What follows belongs to an exercise in optimizing a design on an open flow for small area; a production flow would make more cautious choices. Only simulation tests tie the RTL to the original design; equivalence was not proved. Power figures rest on the tool's default switching activity, not on a simulated workload.

`flow/run.sh`:
```
#!/bin/bash
# synth_recipe.tcl (not shown) runs the flow's synth.tcl, then flattens the netlist and writes it again
# the make line also repeats each setting of config.mk as NAME=value (left out here)
make -C /OpenROAD-flow-scripts/flow DESIGN_CONFIG=/design/flow/config.mk WORK_HOME=/design/flow/orfs CLKGATE_MAP_FILE= SYNTH_SCRIPT=/design/flow/synth_recipe.tcl finish
```
`flow/config.mk`:
```
export PLATFORM = sky130hd
export DESIGN_NAME = predictor_top
export DESIGN_NICKNAME = predictor_top
export VERILOG_FILES = /design/flow/design.v
export SDC_FILE = /design/flow/constraint.sdc
export NUM_CORES = 4
export LEC_CHECK = 0
export CAP_MARGIN = 0
export CORE_MARGIN = 2
export CORE_UTILIZATION = 75
export CTS_BUF_LIST = sky130_fd_sc_hd__clkbuf_16
export CTS_CLUSTER_DIAMETER = 80
export CTS_CLUSTER_SIZE = 30
export PLACE_DENSITY = 0.9
export SLEW_MARGIN = 0
export SYNTH_HIERARCHICAL = 1
export SYNTH_MINIMUM_KEEP_SIZE = 0
```
`flow/constraint.sdc`:
```
create_clock -name core_clock -period 6.0 [get_ports {clk}]
set_input_delay 1.2000 -clock core_clock [delete_from_list [all_inputs] [get_ports {clk}]]
set_output_delay 1.2000 -clock core_clock [all_outputs]
set_load 0.01 [all_outputs]
```
`flow/design.v`:
```
module branch_history_register #(parameter M = 4) (
    input logic clk,
    input logic reset,
    input logic branch_outcome,   
    output logic [M-1:0] bhr_out  
);
    always_ff @(posedge clk or posedge reset) begin
        if (reset)
            bhr_out <= '0;  
        else
            bhr_out <= {bhr_out[M-2:0], branch_outcome};  
    end
endmodule
module pht_nand2 (input logic a, input logic b, output logic y);
    assign y = ~(a & b);
endmodule
module pht_and2 (input logic a, input logic b, output logic y);
    assign y = a & b;
endmodule
module pht_nand3 (input logic a, input logic b, input logic c, output logic y);
    assign y = ~(a & b & c);
endmodule
module pht_aoi22_nand3 (input logic [1:0] s, input logic [1:0] d,
                        input logic a, input logic b, output logic y);
    logic t;
    assign t = ~((s[0] & d[0]) | (s[1] & d[1]));
    assign y = ~(a & b & t);
endmodule
module pht_aoi222 (input logic [2:0] s, input logic [2:0] d, output logic y);
    assign y = ~((s[0] & d[0]) | (s[1] & d[1]) | (s[2] & d[2]));
endmodule
module pht_counter #(parameter N = 3) (
    input  logic         clk,
    input  logic         hold,      
    input  logic         col,       
    input  logic [N-1:0] rownew,    
    output logic [N-1:0] q
);
    always_ff @(posedge clk)
        q <= (q & {N{hold}}) | ({N{col}} & rownew);
endmodule
module pht_sel8 (
    input  logic [7:0] sel,
    input  logic [7:0] d,
    output logic       y
);
    logic [1:0] t;
    pht_aoi222      g0 (.s(sel[2:0]), .d(d[2:0]), .y(t[0]));
    pht_aoi222      g1 (.s(sel[5:3]), .d(d[5:3]), .y(t[1]));
    pht_aoi22_nand3 g2 (.s(sel[7:6]), .d(d[7:6]), .a(t[0]), .b(t[1]), .y(y));
endmodule
module pht_sel16 (
    input  logic [15:0] sel,
    input  logic [15:0] d,
    output logic        y
);
    logic [5:0] t;
    logic [1:0] u;
    genvar i;
    generate
        for (i = 0; i < 5; i++) begin : g_a
            pht_aoi222 g (.s(sel[3*i +: 3]), .d(d[3*i +: 3]), .y(t[i]));
        end
    endgenerate
    pht_nand2 g5 (.a(sel[15]), .b(d[15]), .y(t[5]));
    pht_nand3 g6 (.a(t[0]), .b(t[1]), .c(t[2]), .y(u[0]));
    pht_nand3 g7 (.a(t[3]), .b(t[4]), .c(t[5]), .y(u[1]));
    assign y = u[0] | u[1];
endmodule
module pht_col #(parameter N = 3, parameter R = 8) (
    input  logic           clk,
    input  logic [R-1:0]   row_w,    
    input  logic [R-1:0]   row_r,    
    input  logic           col_w,    
    input  logic [R*N-1:0] rownew,
    output logic [N-1:0]   rd        
);
    logic [N-1:0] q [R-1:0];
    logic [R-1:0] qb [N-1:0];
    logic [R-1:0] hold;
    genvar gr, gb;
    generate
        for (gr = 0; gr < R; gr++) begin : g_r
            pht_nand2 hg (.a(row_w[gr]), .b(col_w), .y(hold[gr]));
            pht_counter #(N) ctr (
                .clk(clk), .hold(hold[gr]), .col(col_w),
                .rownew(rownew[gr*N +: N]), .q(q[gr])
            );
            for (gb = 0; gb < N; gb++) begin : g_b
                assign qb[gb][gr] = q[gr][gb];
            end
        end
        for (gb = 0; gb < N; gb++) begin : g_rd
            pht_sel8 rsel (.sel(row_r), .d(qb[gb]), .y(rd[gb]));
        end
    endgenerate
endmodule
module mnk_bit_predictor #(parameter K = 4,
                        parameter N = 2,
                        parameter M = 4
                        ) (
    input logic clk,
    input logic reset,
    input logic [K-1:0] index,
    input logic [M-1:0] bhr_in,
    input logic branch_outcome,        
    output logic prediction            
);
    localparam R = 1 << M;    
    localparam C = 1 << K;    
    logic [R-1:0] row_r, row_w;
    logic [C-1:0] col_r, col_w;
    logic [N-1:0] nxt;
    logic [R*N-1:0] rownew;
    logic [N-1:0] rd [C-1:0];
    logic [C-1:0] rdb [N-1:0];
    logic [N-1:0] cur;
    genvar gr, gc, gb;
    generate
        for (gr = 0; gr < R; gr++) begin : g_rsel
            assign row_r[gr] = (bhr_in == M'(gr));
            assign row_w[gr] = row_r[gr] | reset;
            for (gb = 0; gb < N; gb++) begin : g_rn
                pht_and2 rn (.a(row_w[gr]), .b(nxt[gb]), .y(rownew[gr*N + gb]));
            end
        end
        for (gc = 0; gc < C; gc++) begin : g_csel
            assign col_r[gc] = (index == K'(gc));
            assign col_w[gc] = col_r[gc] | reset;
        end
        for (gc = 0; gc < C; gc++) begin : g_c
            pht_col #(N, R) pcol (
                .clk(clk), .row_w(row_w), .row_r(row_r), .col_w(col_w[gc]),
                .rownew(rownew), .rd(rd[gc])
            );
            for (gb = 0; gb < N; gb++) begin : g_b
                assign rdb[gb][gc] = rd[gc][gb];
            end
        end
        for (gb = 0; gb < N; gb++) begin : g_rd
            pht_sel16 csel (.sel(col_r), .d(rdb[gb]), .y(cur[gb]));
        end
    endgenerate
    assign prediction = cur[N-1];
    always_comb begin
        if (reset)
            nxt = '0;
        else if (branch_outcome)
            nxt = (&cur) ? cur : cur + 1'b1;
        else
            nxt = (|cur) ? cur - 1'b1 : cur;
    end
endmodule
module predictor_top #(parameter M = 3, parameter K = 4, parameter N = 3) (
    input logic clk,
    input logic reset,
    input logic [K-1:0] index,
    input logic branch_outcome,  
    output logic prediction,      
    output logic success
);
    logic [M-1:0] bhr_out;
    branch_history_register #(M) bhr_inst (
        .clk(clk),
        .reset(reset),
        .branch_outcome(branch_outcome),
        .bhr_out(bhr_out)
    );
    mnk_bit_predictor #(K, N, M) pht_inst (
        .clk(clk),
        .reset(reset),
        .index(index),
        .bhr_in(bhr_out),
        .branch_outcome(branch_outcome),
        .prediction(prediction)
    );
    assign success = ~(prediction ^ branch_outcome);
endmodule
```
==> results of run 1 <==
[where the power goes]
group	internal (mW)	total (mW)	switching, mW	leakage [nW]
clock network	0.515	1.27	0.753	0.222
logic	0.640	1.33	0.695	2.58
registers	3.22	3.60	0.380	3.20
total	4.37	6.20	1.83	6.01
[kinds of logic (layout without fill, tap and decap cells)]
logic type | after synthesis | after routing | share of synthesized area (%)
flip-flops | 387 | 387 | 55.4
AND/OR/NAND/NOR | 271 | 271 | 9.17
AO/OA/AOI/OAI | 553 | 553 | 35.1
buffers and inverters | 6 | 55 | 0.161
adder cells (fa/ha/maj) | 2 | 2 | 0.178
XOR/XNOR | 1 | 1 | 0.0625
[metal layers]
layer | share of wire [%] | vias up
li1 | - | 5210
met1 | 37 | 5842
met2 | 44 | 927
met3 | 12 | 243
met4 | 7.0 | 0
met5 | 0 | -
[final cells by class]
type | count | area [sq um]
multi-input combinational | 827 | 6270
fill | 1159 | 3490
inverter | 4 | 15.0
timing repair buffer | 31 | 253
tap | 234 | 293
clock inverter | 3 | 11.3
clock buffer | 17 | 425
sequential | 387 | 7760
[modules after synthesis (local to each module, per instance), excerpt]
module / copies in the design / area, sq um
pht_and2: 24 / 6.26
pht_aoi222: 111 / 10.0
pht_aoi22_nand3: 48 / 12.5
pht_nand2: 131 / 3.75
pht_nand3: 6 / 5.00
pht_sel16: 3 / 6.26
predictor_top: 1 / 8.76
[state kept, by name, indices dropped and copies added (netlist names)]
register                     flops
pht_inst.g_c.pcol.g_r.ctr.q    384
bhr_inst.bhr_out                 3
[cells in the final DEF, fill, tap and decap left out, drive strengths merged]
cell / n
a211o: 2
and3: 2
ha: 2
or2: 27
a21boi: 1
a21bo: 1
nor3b: 3
nor2: 13
inv: 6
buf: 23
clkinv: 1
a221oi: 1
xnor2: 1
a22o: 384
clkbuf: 17
a21oi: 2
a22oi: 48
nand2b: 4
a2bb2oi: 1
nand2: 134
nand3: 54
nor3: 7
and2: 24
dfrtp: 3
o21ai: 1
nor4: 1
dfxtp: 384
a21o: 1
clkdlybuf4s50: 8
a222oi: 111
and3b: 2
[path summary, 6_finish.rpt]
check                                                startpoint                                   end  slack [ns]  cells past startpoint
setup / recovery                            bhr_inst.bhr_out[1]                               success        0.65                      8
min in group asynchronous                                 reset                   bhr_inst.bhr_out[1]        1.60                      2
max in group asynchronous                                 reset                   bhr_inst.bhr_out[0]        4.21                      2
setup reg to reg                            bhr_inst.bhr_out[1]  pht_inst.g_c[9].pcol.g_r[5].ctr.q[2]        0.79                     14
hold / removal             pht_inst.g_c[0].pcol.g_r[7].ctr.q[0]  pht_inst.g_c[0].pcol.g_r[7].ctr.q[0]        0.49                      1
hold reg to reg            pht_inst.g_c[0].pcol.g_r[7].ctr.q[0]  pht_inst.g_c[0].pcol.g_r[7].ctr.q[0]        0.49                      1
[per-stage QoR]
step                std cells  util (%)  power, mW  setup slack, ns  hold WS (ns)
finish                   1503      81.1       6.20            0.649         0.491
floorplan                1220         -       4.43            0.518         0.448
global route             1503      81.1       6.40            0.501         0.504
CTS                      1503      81.1       6.13            0.755         0.492
global placement         1483      78.8       4.84             1.03         0.460
detailed placement       1483      78.8       4.90            0.870         0.464
[critical path: stages, from the launching register on]
cell	delay, ns
dfrtp_1	0.52
and3b_2	0.65
a222oi_1	0.60
nand3_1	0.15
a222oi_1	0.38
nand3_1	0.15
or2_1	0.39
xnor2_1	0.21
clkdlybuf4s50_1	0.56
==> results.yml, run 1 <==
critical_path:
  worstPathRequired_ns: 4.80
  endpoint_kind: "primary output"
  cp_data_arrival_time_ns: 4.15
  cp_max_fo: 49
  critPathKind: "reg2out"
  cp-start-kind: "flip-flop"
synthesis:
  synth_cell_type_count: 31
  synth_fp_nets: 1229
  synth_edf_count: 0
  synth_top_flop_cell: "dfxtp_1"
  synth_top_area_cell: "dfxtp_1"
  synthArstFlopShare_pct: 0.775
  synth_top_area_share_pct: 54.8
  syn_inst: 1220
  synth_area_leaders: "dfxtp_1, a22o_1, a222oi_1"
  yosysWarnings: 16
  synthTopCellsByCount: "a22o_1, dfxtp_1, nand2_1, a222oi_1, nand3_1"
  syn_area_per_cell_sq_um: 11.5
  seq_area_frac_synth_pct: 55.4
  ys_seq_elements: 387
  syn_area_sq_um: 14000
global_routing:
  top_usage_layer: "met2"
  overflow: 0
  grt_max_degree: 50
  grt_pass1_vias: 11400
  gr-usage-met1_pct: 56.5
  met2_usage_pct: 65.8
  grt_pass1_wl_um: 65700
  grt_util_met3_pct: 8.53
  grtUsageTotal_pct: 42.5
  antenna_found_initial: 0
run_status:
  status: "timing/DRC/antenna clean"
clock_network:
  clock_sinks: 387
  holdBufCountCts: 0
  clk_pin_slew_ns: 0.10
  htreeDepth: 1
  post_cts_buffers: 0
  cts_root_buf: "clkbuf_16"
  clk_latency_ns: 0.53
  cts.path.max_buffers: 3
  cts_tree: "done"
  cts_made_buffers: 16
  cts_resized: 0
sta:
  slew_headroom_pct: 21.3
  max_freq_mhz: 187
  finalMaxSlewViolations: 0
  rsz0062_at_grt: "false"
  tns_ns: 0
  period_minus_slack_ns: 5.35
  hold_viol_final: 0
  clock_skew_ns: 0.0140
  setup_viol: 0
  fin_crit_sh_pct: 89.2
  tightest_slew_ns: 1.18
finish:
  nNetsFinal: 1276
  layout-drive-gt1-share_pct: 5.28
  area_delta_synth_final_pct: 7.18
  n_antenna_cell: 0
  final_area_sq_um: 15000
hold_path:
  hp-class: "reg2reg"
floorplan:
  die_w_um: 141
  dieArea_sq_um: 19800
  row_count: 50
  die_h_um: 141
  core_region_area_sq_um: 18500
  io_pins: 9
  start_util_pct: 75.7
drt:
  first_pass_iters: 6
  remaining_drc_errors: 0
  wl_um: 43500
  vias_per_cell: 8.13
  postRouteAntennaNets: 0
  wl_per_cell_um: 28.9
  drtIter0Drc: 1983
  num_vias: 12200
place:
  io_buffers: 8
  gp_congestion: 1.02
  dpl_cell_area_sq_um: 14600
  dpl.hpwl_um: 26800
run:
  drv_cap: 0
power_and_ir_drop:
  power.density_nw_per_um2: 413
  leakage_nw: 6.01
  ir_drop_uv: 338
==> run 2, diff against run 1 <==
--- a/flow/design.v
+++ b/flow/design.v
@@ -18,2 +18,5 @@
     assign y = a & b;
+endmodule
+module pht_and3 (input logic a, input logic b, input logic c, output logic y);
+    assign y = a & b & c;
 endmodule
@@ -120,3 +123,8 @@
         for (gr = 0; gr < R; gr++) begin : g_rsel
-            assign row_r[gr] = (bhr_in == M'(gr));
+            pht_and3 rdec (
+                .a(gr[0] ? bhr_in[0] : ~bhr_in[0]),
+                .b(gr[1] ? bhr_in[1] : ~bhr_in[1]),
+                .c(gr[2] ? bhr_in[2] : ~bhr_in[2]),
+                .y(row_r[gr])
+            );
             assign row_w[gr] = row_r[gr] | reset;
--- a/flow/config.mk
+++ b/flow/config.mk
@@ -13,2 +13,3 @@
 export CTS_CLUSTER_SIZE = 30
+export GPL_TIMING_DRIVEN = 0
 export PLACE_DENSITY = 0.9
==> results.yml, run 2 <==
clock_network:
  post_cts_buffers: 0
  htreeDepth: 1
  clk_pin_slew_ns: 0.10
  cts.path.max_buffers: 3
  cts_tree: "done"
  clock_sinks: 387
  cts_made_buffers: 16
  clk_latency_ns: 0.53
  cts_resized: 0
  holdBufCountCts: 0
  cts_root_buf: "clkbuf_16"
critical_path:
  critPathKind: "reg2reg"
  cp_data_arrival_time_ns: 5.94
  endpoint_kind: "flip-flop"
  r2r_end: "pht_inst.g_c[1].pcol.g_r[2].ctr.q[2]"
  timing.rr.start: "bhr_inst.bhr_out[2]"
  cp_max_fo: 25
  r2r_setup_slack_ns: 0.52
  worstPathRequired_ns: 6.46
  rr_worst_depth: 15
  cp-start-kind: "flip-flop"
synthesis:
  syn_area_sq_um: 14000
  synth_fp_nets: 1232
  synth_top_area_cell: "dfxtp_1"
  syn_area_per_cell_sq_um: 11.5
  synthTopCellsByCount: "a22o_1, dfxtp_1, nand2_1, a222oi_1, nand3_1"
  synth_area_leaders: "dfxtp_1, a22o_1, a222oi_1"
  yosysWarnings: 16
  synth_edf_count: 0
  synth_top_flop_cell: "dfxtp_1"
  synthArstFlopShare_pct: 0.775
  syn_inst: 1223
  synth_top_area_share_pct: 54.9
  synth_cell_type_count: 30
  ys_seq_elements: 387
  seq_area_frac_synth_pct: 55.4
sta:
  hold_viol_final: 0
  tightest_slew_ns: 1.38
  period_minus_slack_ns: 5.48
  setup_viol: 0
  max_freq_mhz: 183
  tns_ns: 0
  rsz0062_at_grt: "false"
  slew_headroom_pct: 8.19
  fin_crit_sh_pct: 91.3
  clock_skew_ns: 0.0187
  timing.final.ws_setup_ns: 0.523
  finalMaxSlewViolations: 0
hold_path:
  min_from: "pht_inst.g_c[8].pcol.g_r[1].ctr.q[0]"
  holdPathStages: 1
  hp-class: "reg2reg"
  holdPathEnd: "pht_inst.g_c[8].pcol.g_r[1].ctr.q[0]"
finish:
  n_antenna_cell: 0
  nFillCells: 1082
  top_register: "pht_inst.g_c.pcol.g_r.ctr.q"
  area_delta_synth_final_pct: 7.25
  layout-drive-gt1-share_pct: 4.60
  final_area_sq_um: 15000
  postLayoutCoreUtil_pct: 82.8
  nNetsFinal: 1266
  largest_reg_flops: 384
  top_regs: "pht_inst.g_c.pcol.g_r.ctr.q (384), bhr_inst.bhr_out (3)"
  mostFrequentLayoutCells: "a22o_1, dfxtp_1, nand2_1"
floorplan:
  dieArea_sq_um: 19800
  row_count: 49
  io_pins: 9
  start_util_pct: 77.2
  core_region_area_sq_um: 18100
  die_h_um: 141
  die_w_um: 141
power_and_ir_drop:
  power.density_nw_per_um2: 431
  ir_drop_uv: 389
  leakage_nw: 5.99
drt:
  first_pass_iters: 7
  remaining_drc_errors: 0
  num_vias: 12000
  vias_per_cell: 8.08
  wl_per_cell_um: 29.3
  wl_um: 43700
  postRouteAntennaNets: 0
  drtIter0Drc: 2366
run:
  drv_cap: 0
global_routing:
  grt_max_degree: 33
  grt_pass1_vias: 11500
  antenna_found_initial: 0
  grtUsageTotal_pct: 43.0
  overflow: 0
  grt_pass1_wl_um: 66100
place:
  dpl.hpwl_um: 25700
  pre_cts_ws_ns: 0.445
  io_buffers: 8
  gp_congestion: 0.902
  dpl_cell_area_sq_um: 14600
run_status:
  status: "timing/DRC/antenna clean"
## run 2: per-layer routing
layer | track usage [%] | share of wire, % | up-vias
li1 | - | - | 5199
met1 | 58.9 | 37 | 5684
met2 | 62.8 | 42 | 890
met3 | 10.0 | 14 | 264
met4 | 24.9 | 7.2 | 0
met5 | 0 | 0 | -
## run 2: Yosys stat by module, one instance, submodules excluded, excerpt
| module | cell area (sq um) | flip-flops and latches | copies in the design |
|---|---|---|---|
| pht_sel16 | 6.26 | 0 | 3 |
| pht_and2 | 6.26 | 0 | 24 |
| pht_and3 | 6.26 | 0 | 8 |
| pht_aoi222 | 10.0 | 0 | 111 |
| pht_nand2 | 3.75 | 0 | 131 |
| pht_aoi22_nand3 | 12.5 | 0 | 48 |
| predictor_top | 8.76 | 0 | 1 |
| pht_nand3 | 5.00 | 0 | 6 |
## run 2: worst max-delay path, stage by stage (launching register included)
cell and delay (ns):
dfrtp_1 0.45, inv_1 0.11, and3_2 0.45, buf_16 0.28, a222oi_1 0.44, nand3_1 0.14, a222oi_1 0.54, nand3_1 0.19
or2_1 0.32, inv_1 0.11, ha_1 0.15, inv_1 0.05, o211a_1 0.22, a2111oi_2 0.57, and2_1 1.11, a22o_1 0.26
## run 2: worst max-delay path by stage
stage / from / to / slack (ns)
global placement: index[0] / pht_inst.g_c[1].pcol.g_r[4].ctr.q[2] / 0.58
CTS: bhr_inst.bhr_out[2] / success / 0.71
detailed placement: index[0] / pht_inst.g_c[2].pcol.g_r[0].ctr.q[2] / 0.45
finish: bhr_inst.bhr_out[2] / pht_inst.g_c[1].pcol.g_r[2].ctr.q[2] / 0.52
global route: bhr_inst.bhr_out[2] / pht_inst.g_c[1].pcol.g_r[2].ctr.q[2] / 0.32
floorplan: bhr_inst.bhr_out[0] / pht_inst.g_c[2].pcol.g_r[0].ctr.q[2] / 2.19
## run 2: where the power goes
| part | internal [mW] | total (mW) | switching [mW] |
|---|---|---|---|
| Combinational | 0.713 | 1.47 | 0.753 |
| Clock | 0.516 | 1.28 | 0.761 |
| Sequential | 3.30 | 3.74 | 0.432 |
| Total | 4.53 | 6.48 | 1.95 |
## run 2: through the flow
stage / instances / hold WS [ns] / power [mW]
finish: 1489 / 0.487 / 6.48
global route: 1489 / 0.506 / 6.70
CTS: 1489 / 0.492 / 6.40
detailed placement: 1468 / 0.464 / 5.15
global placement: 1460 / 0.425 / 5.04
floorplan: 1223 / 0.403 / 4.65
## run 2: area by class of cell
class / instances / area [sq um] / area share, %
Tap cell: 229 / 287 / 1.91
Clock inverter: 4 / 15.0 / 0.100
Clock buffer: 17 / 425 / 2.83
Buffer: 2 / 7.51 / 0.0500
Inverter: 8 / 30.0 / 0.200
Timing Repair Buffer: 16 / 278 / 1.85
Multi-Input combinational cell: 826 / 6210 / 41.4
Sequential cell: 387 / 7760 / 51.7
## run 2: cell families (layout without fill, tap and decap cells)
kind of cell,Yosys count,in the layout,synth area share (%)
flip-flops,387,387,55.4
XOR/XNOR,1,1,0.0626
adder cells (fa/ha/maj),2,2,0.179
buffers and inverters,10,47,0.268
AO/OA/AOI/OAI,552,552,35.1
AND/OR/NAND/NOR,271,271,9.00
==> run 3, diff against run 2 <==
--- a/flow/config.mk
+++ b/flow/config.mk
@@ -13,3 +13,2 @@
 export CTS_CLUSTER_SIZE = 30
-export GPL_TIMING_DRIVEN = 0
 export PLACE_DENSITY = 0.9
==> results.yml, run 3 <==
run_status:
  status: "timing/DRC/antenna clean"
critical_path:
  cp_data_arrival_time_ns: 4.31
  worstPathRequired_ns: 4.80
  cp_cell_sequence: "inv_1, and3_2, a222oi_1, nand3_1, a222oi_1, nand3_1, or2_1, xnor2_1, clkdlybuf4s50_1"
  cp_max_fo: 49
  critPathKind: "reg2out"
  timing.rr.start: "bhr_inst.bhr_out[0]"
  cp_slowest_cell: "and3_2"
  endpoint_kind: "primary output"
  rr_worst_depth: 14
  r2r_end: "pht_inst.g_c[15].pcol.g_r[0].ctr.q[2]"
  max_stage_delay_ns: 0.63
  critPathBufInv: 2
  r2r_setup_slack_ns: 0.69
  crit_family: "simple AND/OR/NAND/NOR gates"
  cp-start-kind: "flip-flop"
drt:
  wl_met3_um: 6640
  wl_um: 44600
  top_layer: "met4"
  vias_per_cell: 8.16
  met2_length_um: 19100
  first_pass_iters: 7
  postRouteAntennaNets: 0
  num_vias: 12200
  remaining_drc_errors: 0
  wl_per_cell_um: 29.7
  drt-met1-wl_um: 16300
  drtIter0Drc: 2041
synthesis:
  synth_fp_nets: 1232
  synth_cell_type_count: 30
  synth_top_area_cell: "dfxtp_1"
  syn_inst: 1223
  synth_area_leaders: "dfxtp_1, a22o_1, a222oi_1"
  synth_top_area_share_pct: 54.9
  ys_seq_elements: 387
  synthTopCellsByCount: "a22o_1, dfxtp_1, nand2_1, a222oi_1, nand3_1"
  syn_area_per_cell_sq_um: 11.5
  synth_top_flop_cell: "dfxtp_1"
  seq_area_frac_synth_pct: 55.4
  synthArstFlopShare_pct: 0.775
  synth_edf_count: 0
  yosysWarnings: 16
  syn_area_sq_um: 14000
clock_network:
  clk_pin_slew_ns: 0.11
  cts_resized: 0
  htreeDepth: 1
  post_cts_buffers: 0
  cts_made_buffers: 16
  holdBufCountCts: 0
  clk_latency_ns: 0.52
  cts_root_buf: "clkbuf_16"
  cts_tree: "done"
  clock_sinks: 387
  cts.path.max_buffers: 3
floorplan:
  io_pins: 9
  die_h_um: 141
  row_count: 49
  start_util_pct: 77.2
  dieArea_sq_um: 19800
  core_region_area_sq_um: 18100
  die_w_um: 141
place:
  gp_congestion: 1.03
  io_buffers: 8
  pre_cts_ws_ns: 0.661
  dpl.hpwl_um: 27200
power_and_ir_drop:
  power.density_nw_per_um2: 434
  leakage_nw: 6.01
  finalPower_mw: 6.50
  ir_drop_uv: 336
sta:
  max_freq_mhz: 181
  fin_crit_sh_pct: 91.9
  tns_ns: 0
  slew_headroom_pct: 16.6
  clock_skew_ns: 0.0198
  hold-worst-slack_ns: 0.482
  tightest_slew_ns: 1.25
  rsz0062_at_grt: "false"
  hold_viol_final: 0
  setup_viol: 0
  period_minus_slack_ns: 5.51
  finalMaxSlewViolations: 0
  timing.final.ws_setup_ns: 0.486
hold_path:
  holdPathEnd: "bhr_inst.bhr_out[1]"
  holdPathStages: 0
  hp-class: "reg2reg"
  min_from: "bhr_inst.bhr_out[0]"
global_routing:
  overflow: 0
  grt_pass1_wl_um: 67300
  antenna_found_initial: 0
  grt_max_degree: 50
  grt_pass1_vias: 11900
  grtUsageTotal_pct: 43.8
finish:
  largest_reg_flops: 384
  mostFrequentLayoutCells: "a22o_1, dfxtp_1, nand2_1"
  top_regs: "pht_inst.g_c.pcol.g_r.ctr.q (384), bhr_inst.bhr_out (3)"
  nNetsFinal: 1277
  area_delta_synth_final_pct: 6.97
  top_register: "pht_inst.g_c.pcol.g_r.ctr.q"
  nFillCells: 1126
  n_antenna_cell: 0
  layout-drive-gt1-share_pct: 5.59
  postLayoutCoreUtil_pct: 82.5
run:
  drv_cap: 0
[run 3: power breakdown]
part	internal, mW	total [mW]	switching [mW]
Sequential	3.30	3.73	0.426
Clock	0.515	1.27	0.757
Combinational	0.726	1.50	0.769
Total	4.54	6.50	1.95
[run 3: logic make-up (layout without fill, tap and decap cells)]
group	count (synthesis)	in the layout	synth area share [%]
compound gates	552	552	35.1
buf+inv	10	57	0.268
flops	387	387	55.4
simple gates	271	271	9.00
fa+ha+maj	2	2	0.179
xor+xnor	1	1	0.0626
[run 3: worst max-delay path by stage]
stage,startpoint,endpoint,slack (ns),cells past startpoint
after floorplan,bhr_inst.bhr_out[0],pht_inst.g_c[2].pcol.g_r[0].ctr.q[2],2.19,14
after global placement,index[0],pht_inst.g_c[4].pcol.g_r[0].ctr.q[2],0.75,13
after detailed placement,index[0],pht_inst.g_c[1].pcol.g_r[0].ctr.q[2],0.66,13
after CTS,bhr_inst.bhr_out[2],success,0.72,9
after global routing,bhr_inst.bhr_out[2],success,0.49,9
final,bhr_inst.bhr_out[0],success,0.49,9
[run 3: modules after synthesis (local to each module, per instance), excerpt]
module / flops+latches / copies in the design / area [sq um] / cells inside
pht_nand2: 0 / 131 / 3.75 / 1
pht_aoi22_nand3: 0 / 48 / 12.5 / 2
pht_and3: 0 / 8 / 6.26 / 1
pht_sel16: 0 / 3 / 6.26 / 1
pht_nand3: 0 / 6 / 5.00 / 1
pht_aoi222: 0 / 111 / 10.0 / 1
predictor_top: 0 / 1 / 8.76 / 1
pht_and2: 0 / 24 / 6.26 / 1
[run 3: area by class of cell]
type	count	area (sq um)	area share, %
Tap cell	229	287	1.91
Inverter	8	30.0	0.200
Multi-Input combinational cell	826	6210	41.5
Timing Repair Buffer	29	250	1.67
Clock buffer	17	425	2.84
Sequential cell	387	7760	51.8
Clock inverter	3	11.3	0.0752
[run 3: through the flow]
stage,std cells,area [sq um]
final,1499,15000
after global routing,1499,15000
after CTS,1499,15000
after detailed placement,1479,14500
after global placement,1479,14500
after floorplan,1223,14000
[run 3: layer usage]
| metal | track usage [%] | vias to the layer above |
|---|---|---|
| li1 | - | 5215 |
| met1 | 58.1 | 5820 |
| met2 | 65.3 | 986 |
| met3 | 13.4 | 205 |
| met4 | 22.1 | 0 |
| met5 | 0 | - |
[run 3: worst reg2reg max path: stages, from the launching register on]
cell       delay, ns
dfrtp_1         0.43
inv_1           0.10
and3_2          0.63
a222oi_1        0.60
nand3_1         0.22
a222oi_1        0.54
nand3_1         0.16
or2_1           0.32
inv_1           0.11
ha_1            0.14
inv_1           0.05
o211a_1         0.22
a2111oi_2       0.57
and2_1          0.91
a22o_1          0.26
==> run 4, diff against run 3 <==
--- a/flow/design.v
+++ b/flow/design.v
@@ -113,3 +113,4 @@
     localparam C = 1 << K;    
-    logic [R-1:0] row_r, row_w;
+    logic [R-1:0] row_r [2];
+    logic [R-1:0] row_w;
     logic [C-1:0] col_r, col_w;
@@ -120,12 +121,14 @@
     logic [N-1:0] cur;
-    genvar gr, gc, gb;
+    genvar gr, gc, gb, gh;
     generate
         for (gr = 0; gr < R; gr++) begin : g_rsel
-            pht_and3 rdec (
-                .a(gr[0] ? bhr_in[0] : ~bhr_in[0]),
-                .b(gr[1] ? bhr_in[1] : ~bhr_in[1]),
-                .c(gr[2] ? bhr_in[2] : ~bhr_in[2]),
-                .y(row_r[gr])
-            );
-            assign row_w[gr] = row_r[gr] | reset;
+            for (gh = 0; gh < 2; gh++) begin : g_h
+                pht_and3 rdec (
+                    .a(gr[0] ? bhr_in[0] : ~bhr_in[0]),
+                    .b(gr[1] ? bhr_in[1] : ~bhr_in[1]),
+                    .c(gr[2] ? bhr_in[2] : ~bhr_in[2]),
+                    .y(row_r[gh][gr])
+                );
+            end
+            assign row_w[gr] = row_r[0][gr] | reset;
             for (gb = 0; gb < N; gb++) begin : g_rn
@@ -140,3 +143,3 @@
             pht_col #(N, R) pcol (
-                .clk(clk), .row_w(row_w), .row_r(row_r), .col_w(col_w[gc]),
+                .clk(clk), .row_w(row_w), .row_r(row_r[gc / (C / 2)]), .col_w(col_w[gc]),
                 .rownew(rownew), .rd(rd[gc])
==> results.yml, run 4 <==
sta:
  clock_skew_ns: 0.0173
  period_minus_slack_ns: 5.64
  fin_crit_sh_pct: 93.9
  finalMaxSlewViolations: 0
  tightest_slew_ns: 1.25
  rsz0062_at_grt: "false"
  tns_ns: 0
  hold_viol_final: 0
  slew_headroom_pct: 16.8
  setup_viol: 0
  max_freq_mhz: 177
critical_path:
  crit_family: "simple AND/OR/NAND/NOR gates"
  critPathKind: "reg2out"
  cp_cell_sequence: "inv_1, and3_1, a222oi_1, nand3_1, a222oi_1, nand3_1, or2_1, xnor2_1, clkdlybuf4s50_1"
  max_stage_delay_ns: 0.76
  cp_data_arrival_time_ns: 4.44
  endpoint_kind: "primary output"
  cp-start-kind: "flip-flop"
  cp_slowest_cell: "a222oi_1"
  critPathBufInv: 2
  cp_max_fo: 25
  worstPathRequired_ns: 4.80
global_routing:
  grt_pass1_wl_um: 65400
  grt_max_degree: 33
  grtUsageTotal_pct: 42.8
  grt_pass1_vias: 11400
  antenna_found_initial: 1
  overflow: 0
synthesis:
  synth_top_family_by_area: "compound AO/OA/AOI/OAI gates"
  syn_area_sq_um: 14100
  synth_edf_count: 0
  synth_top_flop_cell: "dfxtp_1"
  seq_area_frac_synth_pct: 55.2
  synth_area_leaders: "dfxtp_1, a22o_1, a222oi_1"
  synthTopCellsByCount: "a22o_1, dfxtp_1, nand2_1, a222oi_1, nand3_1"
  yosys.area_share.simple_pct: 9.39
  synth_fp_nets: 1239
  yosysWarnings: 17
  syn_area_per_cell_sq_um: 11.4
  synth_top_area_share_pct: 54.6
  synth_cell_type_count: 29
  synth_fa_ha_area_share_pct: 0.178
  synthArstFlopShare_pct: 0.775
  synth_top_area_cell: "dfxtp_1"
  syn_inst: 1230
  synthXorXnorAreaFrac_pct: 0.0623
  synth_compound_area_share_pct: 34.9
  ys_seq_elements: 387
  synthMuxAreaShare_pct: 0
run:
  drv_cap: 0
floorplan:
  core_region_area_sq_um: 18600
  start_util_pct: 75.7
  io_pins: 9
  dieArea_sq_um: 19900
  die_h_um: 141
  row_count: 50
  die_w_um: 141
clock_network:
  cts.path.max_buffers: 3
  clock_sinks: 387
  cts_resized: 0
  cts_made_buffers: 16
  htreeDepth: 1
  cts_tree: "done"
  holdBufCountCts: 0
  post_cts_buffers: 0
  clk_pin_slew_ns: 0.11
  clk_latency_ns: 0.53
  cts_root_buf: "clkbuf_16"
power_and_ir_drop:
  power.density_nw_per_um2: 414
  leakage_nw: 6.08
  ir_drop_uv: 333
place:
  gp_congestion: 0.959
  io_buffers: 8
  dpl.hpwl_um: 27400
finish:
  largest_reg_flops: 384
  layout-drive-gt1-share_pct: 4.77
  postLayoutCoreUtil_pct: 80.9
  top_register: "pht_inst.g_c.pcol.g_r.ctr.q"
  nNetsFinal: 1286
  mostFrequentLayoutCells: "a22o_1, dfxtp_1, nand2_1"
  area_delta_synth_final_pct: 6.92
  top_regs: "pht_inst.g_c.pcol.g_r.ctr.q (384), bhr_inst.bhr_out (3)"
drt:
  remaining_drc_errors: 0
  num_vias: 12200
  first_pass_iters: 8
  vias_per_cell: 8.05
  wl_per_cell_um: 29.2
  postRouteAntennaNets: 0
  drtIter0Drc: 2102
  wl_um: 44100
run_status:
  status: "timing/DRC/antenna clean"
hold_path:
  hp-class: "reg2reg"
## run 4: cell families (layout without fill, tap and decap cells)
family | after synthesis | in the layout
xor+xnor | 1 | 1
other cells | 0 | 1
compound gates | 553 | 553
simple gates | 278 | 278
fa+ha+maj | 2 | 2
buf+inv | 9 | 57
flops | 387 | 387
## run 4: layer usage
metal  global-route usage [%]  vias to the layer above  wire [um]
met1                     57.6                     5798      16400
met3                     11.6                      206       6470
met5                        0                        -          0
met2                     62.8                      939      18400
met4                     24.1                        0       2790
li1                         -                     5233          -
## run 4: cell type report
| cell class | count | area, sq um |
|---|---|---|
| Sequential cell | 387 | 7760 |
| Multi-Input combinational cell | 834 | 6270 |
| Fill cell | 1178 | 3540 |
| Clock buffer | 17 | 425 |
| Tap cell | 234 | 293 |
| Timing Repair Buffer | 31 | 253 |
| Inverter | 7 | 26.3 |
| Clock inverter | 2 | 7.51 |
| Antenna cell | 1 | 2.50 |
## run 4: path summary, 6_finish.rpt
path                                                       from                                   end  slack, ns  depth (start not counted)
max                                         bhr_inst.bhr_out[0]                               success       0.36                          9
min                        pht_inst.g_c[5].pcol.g_r[1].ctr.q[0]  pht_inst.g_c[5].pcol.g_r[1].ctr.q[0]       0.49                          1
min reg2reg                pht_inst.g_c[5].pcol.g_r[1].ctr.q[0]  pht_inst.g_c[5].pcol.g_r[1].ctr.q[0]       0.49                          1
min in group asynchronous                                 reset                   bhr_inst.bhr_out[1]       1.46                          2
max reg2reg                                 bhr_inst.bhr_out[0]  pht_inst.g_c[3].pcol.g_r[5].ctr.q[2]       0.72                         15
max in group asynchronous                                 reset                   bhr_inst.bhr_out[0]       4.36                          2
## run 4: metrics by stage
| step | power, mW | instance area, sq um | hold WS (ns) | setup slack (ns) | std cells |
|---|---|---|---|---|---|
| after CTS | 6.15 | 15000 | 0.493 | 0.533 | 1512 |
| after global placement | 4.85 | 14600 | 0.461 | 0.987 | 1493 |
| after global routing | 6.42 | 15000 | 0.505 | 0.222 | 1513 |
| after detailed placement | 4.92 | 14600 | 0.462 | 0.868 | 1493 |
| final | 6.22 | 15000 | 0.489 | 0.364 | 1513 |
| after floorplan | 4.44 | 14100 | 0.448 | 2.35 | 1230 |
## run 4: power by group
group | switching, mW | leakage, nW | internal, mW
logic | 0.718 | 2.66 | 0.644
registers | 0.375 | 3.20 | 3.22
clock network | 0.753 | 0.216 | 0.514
## run 4: modules after synthesis, one instance, submodules excluded, a selection
module	copies in the design	cell area [sq um]
pht_nand3	6	5.00
pht_nand2	131	3.75
predictor_top	1	8.76
pht_and3	16	6.26
pht_sel16	3	6.26
pht_aoi222	111	10.0
pht_and2	24	6.26
pht_aoi22_nand3	48	12.5
## run 4: worst reg2reg max path: cells and delay by family, from the launching register on
kind | cells | cell delay [ns]
AOI/OAI and AO/OA | 5 | 1.97
adders and majority gates | 1 | 0.14
buffers and inverters | 4 | 0.68
DFF | 1 | 0.48
and+or+nand+nor | 5 | 1.96
==> run 5, diff against run 4 <==
--- a/flow/config.mk
+++ b/flow/config.mk
@@ -13,2 +13,3 @@
 export CTS_CLUSTER_SIZE = 30
+export GPL_TIMING_DRIVEN = 0
 export PLACE_DENSITY = 0.9
==> results.yml, run 5 <==
power_and_ir_drop:
  pwr-share-comb_pct: 21.1
  netSwitchingFraction_pct: 29.4
  p_clk_share_pct: 20.7
  leakage_nw: 5.96
  seq_power_share_pct: 58.2
  intPower_mw: 4.36
  p_switching_mw: 1.81
  ir_drop_uv: 293
  power.density_nw_per_um2: 415
synthesis:
  ys_seq_elements: 387
  syn_inst: 1230
  yosysWarnings: 17
  synth_edf_count: 0
  synth_top_flop_cell: "dfxtp_1"
  synth_top_area_cell: "dfxtp_1"
  synthArstFlopShare_pct: 0.775
  synth_fp_nets: 1239
  synth_top_area_share_pct: 54.6
  synth_area_leaders: "dfxtp_1, a22o_1, a222oi_1"
  seq_area_frac_synth_pct: 55.2
  syn_area_per_cell_sq_um: 11.4
  synth_cell_type_count: 29
  syn_area_sq_um: 14100
  synthTopCellsByCount: "a22o_1, dfxtp_1, nand2_1, a222oi_1, nand3_1"
critical_path:
  r2r_setup_slack_ns: 0.44
  cp_max_fo: 25
  cp-start-kind: "flip-flop"
  endpoint_kind: "primary output"
  timing.rr.start: "bhr_inst.bhr_out[2]"
  critPathKind: "reg2out"
  worstPathRequired_ns: 4.80
  cp_data_arrival_time_ns: 4.56
  worstSetupStartpoint: "bhr_inst.bhr_out[2]"
clock_network:
  clk_latency_ns: 0.53
  holdBufCountCts: 0
  cts_tree: "done"
  post_cts_buffers: 0
  cts_made_buffers: 16
  cts.path.max_buffers: 3
  clock_sinks: 387
  clk_pin_slew_ns: 0.11
  cts_resized: 0
  cts_root_buf: "clkbuf_16"
  htreeDepth: 1
sta:
  max_freq_mhz: 174
  tightest_slew_ns: 1.39
  timing.final.ws_setup_ns: 0.244
  tns_ns: 0
  setup_viol: 0
  finalMaxSlewViolations: 0
  rsz0062_at_grt: "false"
  slew_headroom_pct: 7.57
  hold_viol_final: 0
  period_minus_slack_ns: 5.76
  clock_skew_ns: 0.0211
  fin_crit_sh_pct: 95.9
global_routing:
  grt_pass1_vias: 11400
  grt_pass1_wl_um: 64800
  grt_max_degree: 33
  overflow: 0
  antenna_found_initial: 0
  grtUsageTotal_pct: 42.2
finish:
  top_regs: "pht_inst.g_c.pcol.g_r.ctr.q (384), bhr_inst.bhr_out (3)"
  fin_cells: 1492
  multiInputGateArea_sq_um: 6270
  area.sequential_sq_um: 7760
  layout-drive-gt1-share_pct: 3.02
  nNetsFinal: 1265
  n_antenna_cell: 0
  area_delta_synth_final_pct: 5.75
  top_register: "pht_inst.g_c.pcol.g_r.ctr.q"
  nFillCells: 1152
  postLayoutCoreUtil_pct: 80.1
  mostFrequentLayoutCells: "a22o_1, dfxtp_1, nand2_1"
  largest_reg_flops: 384
drt:
  num_vias: 12000
  wl_per_cell_um: 28.8
  remaining_drc_errors: 0
  vias_per_cell: 8.01
  wl_um: 43000
  postRouteAntennaNets: 0
  first_pass_iters: 9
  drtIter0Drc: 1962
hold_path:
  hp-class: "reg2reg"
  min_from: "pht_inst.g_c[11].pcol.g_r[4].ctr.q[0]"
floorplan:
  die_h_um: 141
  die_w_um: 141
  io_pins: 9
  row_count: 50
  dieArea_sq_um: 19900
  core_region_area_sq_um: 18600
  start_util_pct: 75.7
place:
  pre_cts_ws_ns: 0.521
  dpl.hpwl_um: 24900
  io_buffers: 8
  gp_congestion: 0.942
  placed_cells: 1472
run_status:
  status: "timing/DRC/antenna clean"
run:
  drv_cap: 0
[run 5: changes by cell type in the layout (fill, tap and decap cells not counted)]
| cell | before | now |
|---|---|---|
| clkbuf_1 | 0 | 2 |
| buf_4 | 23 | 0 |
| diode_2 | 1 | 0 |
| inv_1 | 8 | 9 |
[run 5: layout make-up]
cell class | count | share of cell area (%)
flip-flops and latches | 387 | 52.2
plain buffers | 2 | 0.0505
clock inverters | 3 | 0.0757
repair buffers | 8 | 0.538
inverters | 7 | 0.177
clock buffers | 17 | 2.86
multi-input cells | 834 | 42.2
well taps | 234 | 1.97
[run 5: modules after synthesis, one instance, submodules excluded, excerpt]
module           copies in the design  cells inside  flops+latches
predictor_top                       1             1              0
pht_and2                           24             1              0
pht_nand3                           6             1              0
pht_and3                           16             1              0
pht_sel16                           3             1              0
pht_aoi22_nand3                    48             2              0
pht_nand2                         131             1              0
pht_aoi222                        111             1              0
[run 5: power groups by stage]
stage                     Clock [mW]  Combinational, mW  Sequential (mW)
after floorplan                    0              0.924             3.51
after global placement             0               1.20             3.59
after detailed placement           0               1.26             3.61
after CTS                       1.26               1.26             3.57
after global routing            1.36               1.37             3.65
final                           1.28               1.30             3.59
[run 5: logic make-up after synthesis]
family,synth area share [%]
AOI/OAI and AO/OA,34.9
DFF,55.2
and+or+nand+nor,9.39
buffers and inverters,0.240
adders and majority gates,0.178
xor gates and xnor gates,0.0623
[run 5: per-layer routing]
layer,share of wire [%],GRT usage [%]
met5,0,0
met4,6.1,21.6
met3,14,9.10
met2,42,63.1
met1,38,58.2
[run 5: worst max-delay path, stage by stage (launching register included)]
cell and delay, ns:
dfrtp_1 0.49, inv_1 0.17, and3_1 0.65, a222oi_1 0.55, nand3_1 0.16, a222oi_1 0.51
nand3_1 0.15, or2_1 0.36, xnor2_1 0.37, clkdlybuf4s50_1 0.61
[run 5: path summary, 6_finish.rpt]
kind                                                         end  cells after the start
setup / recovery                                         success                      9
hold / removal             pht_inst.g_c[11].pcol.g_r[4].ctr.q[0]                      1
setup reg to reg            pht_inst.g_c[1].pcol.g_r[7].ctr.q[2]                     14
hold reg to reg            pht_inst.g_c[11].pcol.g_r[4].ctr.q[0]                      1
max in group asynchronous                    bhr_inst.bhr_out[0]                      2
min in group asynchronous                    bhr_inst.bhr_out[1]                      2
[run 5: per-stage QoR]
stage / hold WS (ns) / instance area [sq um] / power (mW)
6_report: 0.491 / 14900 / 6.17
5_1_grt: 0.505 / 14900 / 6.37
4_1_cts: 0.493 / 14900 / 6.09
3_5_place_dp: 0.465 / 14400 / 4.87
3_3_place_gp: 0.460 / 14400 / 4.79
2_1_floorplan: 0.448 / 14100 / 4.44
==> run 6, diff against run 5 <==
--- a/flow/config.mk
+++ b/flow/config.mk
@@ -11,4 +11,4 @@
 export CTS_BUF_LIST = sky130_fd_sc_hd__clkbuf_16
-export CTS_CLUSTER_DIAMETER = 80
-export CTS_CLUSTER_SIZE = 30
+export CTS_CLUSTER_DIAMETER = 90
+export CTS_CLUSTER_SIZE = 32
 export GPL_TIMING_DRIVEN = 0
==> results.yml, run 6 <==
drt:
  drtIter0Drc: 2241
  wl_um: 43500
  num_vias: 12100
  remaining_drc_errors: 0
  vias_per_cell: 8.10
  postRouteAntennaNets: 0
  first_pass_iters: 8
  wl_per_cell_um: 29.2
floorplan:
  dieArea_sq_um: 19900
  row_count: 50
  start_util_pct: 75.7
  die_w_um: 141
  io_pins: 9
  die_h_um: 141
  core_region_area_sq_um: 18600
synthesis:
  synth_cell_type_count: 29
  seq_area_frac_synth_pct: 55.2
  syn_area_sq_um: 14100
  syn_area_per_cell_sq_um: 11.4
  synth_top_area_share_pct: 54.6
  yosysWarnings: 17
  synth_area_leaders: "dfxtp_1, a22o_1, a222oi_1"
  synth_edf_count: 0
  synth_top_area_cell: "dfxtp_1"
  ys_seq_elements: 387
  synthTopCellsByCount: "a22o_1, dfxtp_1, nand2_1, a222oi_1, nand3_1"
  synth_fp_nets: 1239
  synth_top_flop_cell: "dfxtp_1"
  synthArstFlopShare_pct: 0.775
  syn_inst: 1230
sta:
  slew_headroom_pct: 9.47
  period_minus_slack_ns: 5.76
  timing.final.ws_setup_ns: 0.245
  fin_crit_sh_pct: 95.9
  rsz0062_at_grt: "false"
  hold_viol_final: 0
  max_freq_mhz: 174
  tightest_slew_ns: 1.36
  setup_viol: 0
  tns_ns: 0
  clock_skew_ns: 0.0376
  finalMaxSlewViolations: 0
run_status:
  status: "timing/DRC/antenna clean"
global_routing:
  grt_pass1_vias: 11500
  antenna_found_initial: 0
  grt_max_degree: 34
  overflow: 0
  grt_pass1_wl_um: 65300
  grtUsageTotal_pct: 42.5
place:
  pre_cts_ws_ns: 0.521
  gp_congestion: 0.942
  io_buffers: 8
  dpl.hpwl_um: 24900
  placed_cells: 1472
critical_path:
  r2r_setup_slack_ns: 0.45
  cp_data_arrival_time_ns: 4.56
  cp-start-kind: "flip-flop"
  worstPathRequired_ns: 4.80
  worstSetupStartpoint: "bhr_inst.bhr_out[2]"
  cp_cell_sequence: "inv_1, and3_1, a222oi_1, nand3_1, a222oi_1, nand3_1, or2_1, xnor2_1, clkdlybuf4s50_1"
  endpoint_kind: "primary output"
  max_stage_delay_ns: 0.62
  cp_slowest_cell: "a222oi_1"
  timing.rr.start: "bhr_inst.bhr_out[2]"
  critPathKind: "reg2out"
  cp_max_fo: 24
clock_network:
  cts_tree: "done"
  htreeDepth: 1
  cts_made_buffers: 16
  post_cts_buffers: 0
  clock_sinks: 387
  cts_resized: 0
  holdBufCountCts: 0
  clk_pin_slew_ns: 0.12
  cts.path.max_buffers: 3
  cts_root_buf: "clkbuf_16"
  clk_latency_ns: 0.52
power_and_ir_drop:
  power.density_nw_per_um2: 416
  leakage_nw: 5.97
  intPower_mw: 4.37
  netSwitchingFraction_pct: 29.5
  pwr-share-comb_pct: 21.1
  p_clk_share_pct: 20.9
  finalPower_mw: 6.19
  seq_power_share_pct: 58.0
  p_switching_mw: 1.83
  ir_drop_uv: 353
finish:
  mostFrequentLayoutCells: "a22o_1, dfxtp_1, nand2_1"
  fin_cells: 1491
  largest_reg_flops: 384
  top_regs: "pht_inst.g_c.pcol.g_r.ctr.q (384), bhr_inst.bhr_out (3)"
  top_register: "pht_inst.g_c.pcol.g_r.ctr.q"
  nFillCells: 1160
  nNetsFinal: 1265
  area_delta_synth_final_pct: 5.91
  n_antenna_cell: 0
  layout-drive-gt1-share_pct: 3.10
  postLayoutCoreUtil_pct: 80.2
hold_path:
  hp-class: "reg2reg"
  min_from: "pht_inst.g_c[11].pcol.g_r[4].ctr.q[0]"
run:
  drv_cap: 0
run 6: cells by family after synthesis:
kind of cell | after synthesis | share of synthesized area [%]
buf+inv | 9 | 0.240
compound gates | 553 | 34.9
simple gates | 278 | 9.39
xor+xnor | 1 | 0.0623
flops | 387 | 55.2
fa+ha+maj | 2 | 0.178
run 6: worst paths after layout:
path,depth (start not counted),to
setup / recovery,9,success
hold / removal,1,pht_inst.g_c[11].pcol.g_r[4].ctr.q[0]
setup reg to reg,14,pht_inst.g_c[5].pcol.g_r[7].ctr.q[2]
hold reg to reg,1,pht_inst.g_c[11].pcol.g_r[4].ctr.q[0]
max in group asynchronous,2,bhr_inst.bhr_out[2]
min in group asynchronous,2,bhr_inst.bhr_out[1]
run 6: through the flow:
step	hold WS, ns	area [sq um]
floorplan	0.448	14100
global placement	0.460	14400
detailed placement	0.465	14400
CTS	0.492	14900
global route	0.506	14900
finish	0.492	14900
run 6: layout make-up:
type                            instances  area, sq um  share of cell area [%]
Clock inverter                          2         33.8                   0.227
Inverter                                7         26.3                   0.176
Multi-Input combinational cell        834         6270                    42.1
Buffer                                  2         7.51                  0.0504
Clock buffer                           17          425                    2.86
Timing Repair Buffer                    8         80.1                   0.537
Tap cell                              234          293                    1.97
Sequential cell                       387         7760                    52.1
run 6: routing by layer:
metal | part of all wire, % | track usage, % | routed length, um | up-vias
met2 | 42 | 63.4 | 18300 | 964
met3 | 14 | 10.2 | 6040 | 232
met5 | 0 | 0 | 0 | -
met1 | 37 | 58.0 | 16200 | 5673
li1 | - | - | - | 5204
met4 | 6.6 | 21.7 | 2850 | 0
run 6: power groups by stage:
stage | sequential [mW] | clock [mW] | combinational [mW]
6_report | 3.59 | 1.30 | 1.30
5_1_grt | 3.65 | 1.39 | 1.37
4_1_cts | 3.57 | 1.29 | 1.26
3_5_place_dp | 3.61 | 0 | 1.26
3_3_place_gp | 3.59 | 0 | 1.20
2_1_floorplan | 3.51 | 0 | 0.924
run 6: worst max-delay path, delay by kind of cell (launching register included):
| family | cells | cell delay, ns |
|---|---|---|
| simple gates | 4 | 1.38 |
| xor+xnor | 1 | 0.38 |
| compound gates | 2 | 1.01 |
| buf+inv | 2 | 0.78 |
| flops | 1 | 0.48 |
run 6: modules after synthesis, one instance, submodules excluded, excerpt:
module / cells inside / cell area, sq um / times used / flip-flops and latches
pht_sel16: 1 / 6.26 / 3 / 0
pht_nand3: 1 / 5.00 / 6 / 0
pht_aoi22_nand3: 2 / 12.5 / 48 / 0
predictor_top: 1 / 8.76 / 1 / 0
pht_nand2: 1 / 3.75 / 131 / 0
pht_aoi222: 1 / 10.0 / 111 / 0
pht_and3: 1 / 6.26 / 16 / 0
pht_and2: 1 / 6.26 / 24 / 0
==> run 7, diff against run 6 <==
--- a/flow/config.mk
+++ b/flow/config.mk
@@ -9,8 +9,8 @@
 export CORE_MARGIN = 2
-export CORE_UTILIZATION = 75
+export CORE_UTILIZATION = 60
 export CTS_BUF_LIST = sky130_fd_sc_hd__clkbuf_16
-export CTS_CLUSTER_DIAMETER = 90
-export CTS_CLUSTER_SIZE = 32
+export CTS_CLUSTER_DIAMETER = 80
+export CTS_CLUSTER_SIZE = 30
 export GPL_TIMING_DRIVEN = 0
-export PLACE_DENSITY = 0.9
+export PLACE_DENSITY = 0.75
 export SLEW_MARGIN = 0
==> results.yml, run 7 <==
run_status:
  status: "timing/DRC/antenna clean"
sta:
  tns_ns: 0
  period_minus_slack_ns: 5.61
  hold-worst-slack_ns: 0.489
  setup_viol: 0
  slew_headroom_pct: 25.6
  hold_viol_final: 0
  fin_crit_sh_pct: 93.5
  max_freq_mhz: 178
  rsz0062_at_grt: "false"
  finalMaxSlewViolations: 0
  tightest_slew_ns: 1.12
  clock_skew_ns: 0.0140
clock_network:
  cts.path.max_buffers: 3
  clock_sinks: 387
  cts_made_buffers: 16
  post_cts_buffers: 0
  holdBufCountCts: 0
  cts_resized: 0
  clk_latency_ns: 0.52
  htreeDepth: 1
  cts_root_buf: "clkbuf_16"
  cts_tree: "done"
  clk_pin_slew_ns: 0.11
power_and_ir_drop:
  p_switching_mw: 1.73
  netSwitchingFraction_pct: 28.5
  leakage_nw: 5.95
  seq_power_share_pct: 58.6
  power.density_nw_per_um2: 406
  intPower_mw: 4.35
  p_clk_share_pct: 20.9
  ir_drop_uv: 224
  pwr-share-comb_pct: 20.4
synthesis:
  synthArstFlopShare_pct: 0.775
  syn_inst: 1230
  synth_cell_type_count: 29
  synth_top_family_by_area: "compound AO/OA/AOI/OAI gates"
  yosysWarnings: 17
  seq_area_frac_synth_pct: 55.2
  synth_top_flop_cell: "dfxtp_1"
  synth_area_leaders: "dfxtp_1, a22o_1, a222oi_1"
  ys_seq_elements: 387
  synthXorXnorAreaFrac_pct: 0.0623
  syn_area_per_cell_sq_um: 11.4
  yosys.area_share.simple_pct: 9.39
  synthMuxAreaShare_pct: 0
  syn_area_sq_um: 14100
  synth_compound_area_share_pct: 34.9
  synthTopCellsByCount: "a22o_1, dfxtp_1, nand2_1, a222oi_1, nand3_1"
  synth_edf_count: 0
  synth_fp_nets: 1239
  synth_top_area_cell: "dfxtp_1"
  synth_top_area_share_pct: 54.6
  synth_fa_ha_area_share_pct: 0.178
finish:
  n_antenna_cell: 0
  layout-drive-gt1-share_pct: 3.11
  mostFrequentLayoutCells: "a22o_1, dfxtp_1, nand2_1"
  largest_reg_flops: 384
  area_delta_synth_final_pct: 6.47
  top_register: "pht_inst.g_c.pcol.g_r.ctr.q"
  nNetsFinal: 1265
  top_regs: "pht_inst.g_c.pcol.g_r.ctr.q (384), bhr_inst.bhr_out (3)"
critical_path:
  endpoint_kind: "primary output"
  cp_data_arrival_time_ns: 4.41
  rr_worst_depth: 13
  cp-start-kind: "flip-flop"
  worstPathRequired_ns: 4.80
  r2r_end: "pht_inst.g_c[6].pcol.g_r[2].ctr.q[2]"
  r2r_setup_slack_ns: 0.61
  timing.rr.start: "bhr_inst.bhr_out[0]"
  critPathKind: "reg2out"
  cp_max_fo: 24
drt:
  wl_per_cell_um: 25.6
  first_pass_iters: 8
  postRouteAntennaNets: 0
  drtIter0Drc: 1566
  remaining_drc_errors: 0
  num_vias: 11400
  vias_per_cell: 7.23
  wl_um: 40300
place:
  io_buffers: 8
  dpl.hpwl_um: 25100
  gp_congestion: 0.966
hold_path:
  holdPathEnd: "pht_inst.g_c[14].pcol.g_r[1].ctr.q[0]"
  holdPathStages: 1
  min_from: "pht_inst.g_c[14].pcol.g_r[1].ctr.q[0]"
  hp-class: "reg2reg"
floorplan:
  dieArea_sq_um: 24700
  row_count: 56
  io_pins: 9
  core_region_area_sq_um: 23300
  die_h_um: 157
  start_util_pct: 60.5
  die_w_um: 157
global_routing:
  antenna_found_initial: 0
  grt_pass1_vias: 10700
  grtUsageTotal_pct: 32.5
  overflow: 0
  grt_max_degree: 33
  grt_pass1_wl_um: 61800
run:
  drv_cap: 0
[run 7: power by group through the flow]
| stage | Clock, mW | Sequential [mW] | Combinational, mW |
|---|---|---|---|
| 2_1_floorplan | 0 | 3.51 | 0.924 |
| 3_3_place_gp | 0 | 3.59 | 1.19 |
| 3_5_place_dp | 0 | 3.61 | 1.23 |
| 4_1_cts | 1.30 | 3.56 | 1.23 |
| 5_1_grt | 1.38 | 3.64 | 1.34 |
| 6_report | 1.27 | 3.57 | 1.24 |
[run 7: per-module statistics from Yosys (local to each module, per instance), a selection]
module | cell area, sq um | times used | cells
pht_sel16 | 6.26 | 3 | 1
pht_and2 | 6.26 | 24 | 1
predictor_top | 8.76 | 1 | 1
pht_aoi22_nand3 | 12.5 | 48 | 2
pht_nand3 | 5.00 | 6 | 1
pht_aoi222 | 10.0 | 111 | 1
pht_nand2 | 3.75 | 131 | 1
pht_and3 | 6.26 | 16 | 1
[run 7: cell type report]
class / instances / area (sq um)
Timing Repair Buffer: 8 / 80.1
Tap cell: 319 / 399
Multi-Input combinational cell: 834 / 6270
Buffer: 2 / 7.51
Inverter: 7 / 26.3
Clock inverter: 1 / 5.00
Clock buffer: 17 / 425
Sequential cell: 387 / 7760
Fill cell: 1889 / 8290
[run 7: worst max path at each step]
stage,to,cells past startpoint,startpoint
6_report,success,9,bhr_inst.bhr_out[1]
5_1_grt,success,9,bhr_inst.bhr_out[1]
4_1_cts,success,9,bhr_inst.bhr_out[1]
3_5_place_dp,pht_inst.g_c[3].pcol.g_r[6].ctr.q[1],12,index[2]
3_3_place_gp,pht_inst.g_c[9].pcol.g_r[2].ctr.q[1],12,index[2]
2_1_floorplan,success,6,index[2]
[run 7: kinds of logic after synthesis]
| kind of cell | after synthesis |
|---|---|
| AO/OA/AOI/OAI | 553 |
| XOR/XNOR | 1 |
| adder cells (fa/ha/maj) | 2 |
| AND/OR/NAND/NOR | 278 |
| buffers and inverters | 9 |
| flip-flops | 387 |
[run 7: worst max-delay path: stages (launching register included)]
cell,delay (ns)
dfrtp_1,0.53
inv_1,0.20
and3_1,0.54
a222oi_1,0.69
nand3_1,0.23
a222oi_1,0.39
nand3_1,0.17
or2_1,0.40
xnor2_1,0.18
clkdlybuf4s50_1,0.55
[run 7: through the flow]
step	cell area [sq um]	utilization [%]	total power, mW	std cells	setup slack, ns
after global routing	15000	64.4	6.36	1575	0.279
after floorplan	14100	-	4.44	1230	2.35
final	15000	64.4	6.09	1575	0.392
after global placement	14500	62.5	4.78	1557	0.717
after CTS	15000	64.4	6.09	1575	0.536
after detailed placement	14500	62.5	4.84	1557	0.645
[run 7: routing by layer]
layer	vias up	routed length, um	global-route usage [%]
met2	511	18500	51.5
met3	95	3080	2.81
met4	0	1700	13.3
met1	5574	17000	45.9
met5	-	0	0
li1	5205	-	-
==> run 8, diff against run 7 <==
--- a/flow/design.v
+++ b/flow/design.v
@@ -134,3 +134,4 @@
             for (gb = 0; gb < N; gb++) begin : g_rn
-                pht_and2 rn (.a(row_w[gr]), .b(nxt[gb]), .y(rownew[gr*N + gb]));
+                pht_and3 rn (.a(row_w[gr]), .b(nxt[gb]), .c(~reset),
+                             .y(rownew[gr*N + gb]));
             end
==> results.yml, run 8 <==
sta:
  slew_headroom_pct: 1.29
  tns_ns: 0
  rsz0062_at_grt: "false"
  hold_viol_final: 0
  tightest_slew_ns: 1.48
  finalMaxSlewViolations: 0
  clock_skew_ns: 0.0276
  max_freq_mhz: 179
  fin_crit_sh_pct: 93.4
  setup_viol: 0
  period_minus_slack_ns: 5.60
synthesis:
  synth_top_area_share_pct: 54.7
  synthTopCellsByCount: "a22o_1, dfxtp_1, nand2_1, a222oi_1, nand3_1"
  synth_area_leaders: "dfxtp_1, a22o_1, a222oi_1"
  synth_cell_type_count: 28
  syn_area_per_cell_sq_um: 11.4
  syn_area_sq_um: 14000
  synth_edf_count: 0
  synth_fp_nets: 1239
  synthArstFlopShare_pct: 0.775
  seq_area_frac_synth_pct: 55.3
  synth_top_area_cell: "dfxtp_1"
  syn_inst: 1230
  yosysWarnings: 17
  ys_seq_elements: 387
  synth_top_flop_cell: "dfxtp_1"
global_routing:
  grt_max_degree: 34
  grt_pass1_vias: 11100
  grt_pass1_wl_um: 66800
  antenna_found_initial: 0
  overflow: 0
  grtUsageTotal_pct: 36.0
critical_path:
  cp_max_fo: 25
  worstPathRequired_ns: 6.45
  r2r_setup_slack_ns: 0.40
  worst-path-stages: 14
  cp_slowest_cell: "and3_1"
  endpoint_kind: "flip-flop"
  critPathKind: "reg2reg"
  max_stage_delay_ns: 1.24
  cp_data_arrival_time_ns: 6.06
  crit_family: "simple AND/OR/NAND/NOR gates"
  cp-start-kind: "flip-flop"
  cpMostUsedCell: "inv_1"
  rr_worst_depth: 14
  critPathBufInv: 3
  cp_cell_sequence: "inv_1, and3_1, a222oi_1, nand3_1, a222oi_1, nand3_1, or2_1, inv_1, ha_1, inv_1, a211o_1, a221oi_2, and3_1, a22o_1"
place:
  dpl.hpwl_um: 25500
  gp_congestion: 0.857
  io_buffers: 8
floorplan:
  dieArea_sq_um: 24600
  die_h_um: 157
  start_util_pct: 61.6
  io_pins: 9
  die_w_um: 157
  core_region_area_sq_um: 22800
  row_count: 55
power_and_ir_drop:
  power.density_nw_per_um2: 329
  finalPower_mw: 5.00
  ir_drop_uv: 288
  leakage_nw: 6.03
drt:
  first_pass_iters: 8
  num_vias: 11900
  postRouteAntennaNets: 0
  vias_per_cell: 7.50
  remaining_drc_errors: 0
  wl_per_cell_um: 28.3
  drtIter0Drc: 1755
  wl_um: 44800
clock_network:
  cts_root_buf: "clkbuf_16"
  cts_resized: 0
  clk_latency_ns: 0.53
  htreeDepth: 1
  cts.path.max_buffers: 3
  post_cts_buffers: 0
  clk_pin_slew_ns: 0.11
  clock_sinks: 387
  cts_tree: "done"
  cts_made_buffers: 17
  holdBufCountCts: 0
finish:
  mostFrequentLayoutCells: "a22o_1, dfxtp_1, nand2_1"
  n_antenna_cell: 0
  layout-drive-gt1-share_pct: 4.33
  top_register: "pht_inst.g_c.pcol.g_r.ctr.q"
  top_regs: "pht_inst.g_c.pcol.g_r.ctr.q (384), bhr_inst.bhr_out (3)"
  area_delta_synth_final_pct: 8.25
  nNetsFinal: 1275
  largest_reg_flops: 384
  nFillCells: 1828
run_status:
  status: "timing/DRC/antenna clean"
run:
  drv_cap: 0
hold_path:
  hp-class: "reg2reg"
  holdPathStages: 1
[run 8: path summary, 6_finish.rpt]
check / startpoint / end
max in group asynchronous: reset / bhr_inst.bhr_out[1]
max: bhr_inst.bhr_out[0] / pht_inst.g_c[13].pcol.g_r[7].ctr.q[2]
min reg2reg: pht_inst.g_c[13].pcol.g_r[4].ctr.q[0] / pht_inst.g_c[13].pcol.g_r[4].ctr.q[0]
min: pht_inst.g_c[13].pcol.g_r[4].ctr.q[0] / pht_inst.g_c[13].pcol.g_r[4].ctr.q[0]
max reg2reg: bhr_inst.bhr_out[0] / pht_inst.g_c[13].pcol.g_r[7].ctr.q[2]
min in group asynchronous: reset / bhr_inst.bhr_out[2]
[run 8: layer usage]
metal | track usage [%] | vias to the layer above | part of all wire (%)
li1 | - | 5267 | -
met1 | 51.3 | 5735 | 41
met2 | 53.7 | 702 | 42
met3 | 6.14 | 175 | 11
met4 | 16.6 | 0 | 5.3
met5 | 0 | - | 0
[run 8: through the flow]
stage	cell area, sq um	utilization (%)	hold slack [ns]	instances	setup WS (ns)
after floorplan	14000	-	0.448	1230	2.20
after global placement	14500	63.7	0.460	1551	0.343
after detailed placement	14700	64.5	0.462	1560	0.167
after CTS	15200	66.7	0.493	1584	0.559
after global routing	15200	66.7	0.504	1584	0.292
final	15200	66.7	0.492	1584	0.399
[run 8: where the power goes]
part	leakage, nW	internal [mW]	total (mW)	switching, mW
combinational	2.62	0.276	0.660	0.384
sequential	3.16	2.82	2.96	0.141
clock	0.249	0.574	1.38	0.807
[run 8: Yosys stat by module, one instance, submodules excluded, a selection]
module | flip-flops and latches | cells inside
predictor_top | 0 | 1
pht_nand3 | 0 | 1
pht_aoi22_nand3 | 0 | 2
pht_aoi222 | 0 | 1
pht_and3 | 0 | 1
pht_sel16 | 0 | 1
pht_nand2 | 0 | 1
[run 8: worst reg2reg max path: cells and delay by family, from the launching register on]
kind / cells / cell delay, ns
simple gates: 5 / 2.49
compound gates: 5 / 2.09
flops: 1 / 0.48
buf+inv: 3 / 0.33
fa+ha+maj: 1 / 0.15
[run 8: layout make-up]
cell class              instances  area [sq um]  area share (%)
plain buffers                   1          3.75          0.0247
clock buffers                  17           425            2.80
clock inverters                 7          71.3           0.469
inverters                       8          30.0           0.198
multi-input cells             834          6280            41.3
flip-flops and latches        387          7760            51.1
well taps                     313           392            2.58
repair buffers                 17           236            1.56
[run 8: cell families after synthesis]
| kind of cell | count (synthesis) | synth area share [%] |
|---|---|---|
| fa+ha+maj | 2 | 0.178 |
| simple gates | 269 | 8.90 |
| xor+xnor | 1 | 0.0624 |
| flops | 387 | 55.3 |
| compound gates | 562 | 35.3 |
| buf+inv | 9 | 0.241 |

==> static timing again, ports no longer ideal <==
The results above use ideal ports. As a check the final layouts listed here were re-extracted and re-timed, cells and wires unchanged.
Step 1 assumes that a clkbuf_16 drives the clock port and a buf_2 every other input.
Step 2 also shifts input and output timing later by t, the mid clock arrival at the registers, as if the neighbouring blocks saw the same clock.
a / b / c = ideal ports / drivers / drivers and shift; a / b = the first two.
run | t (ns) | setup WS [ns] | worst data-port slew with drivers (ns)
run 1 | 0.566 | 0.649 / 0.601 / 0.538 | 0.06
run 2 | 0.569 | 0.523 / 0.523 / 0.146 | 0.04
run 3 | 0.560 | 0.486 / 0.437 / 0.387 | 0.05
run 4 | 0.564 | 0.364 / 0.317 / 0.638 | 0.07
run 5 | 0.566 | 0.244 / 0.197 / 0.190 | 0.03
run 6 | 0.551 | 0.245 / 0.198 / 0.172 | 0.03
run 7 | 0.562 | 0.392 / 0.344 / 0.402 | 0.05
run 8 | 0.569 | 0.399 / 0.399 / -0.143 | 0.03
Met with ideal ports but missed after step 2: setup timing in run 8. For run 8, which loses most, drivers alone change the setup slack by 0.000 ns; drivers and shift together by -0.542 ns.
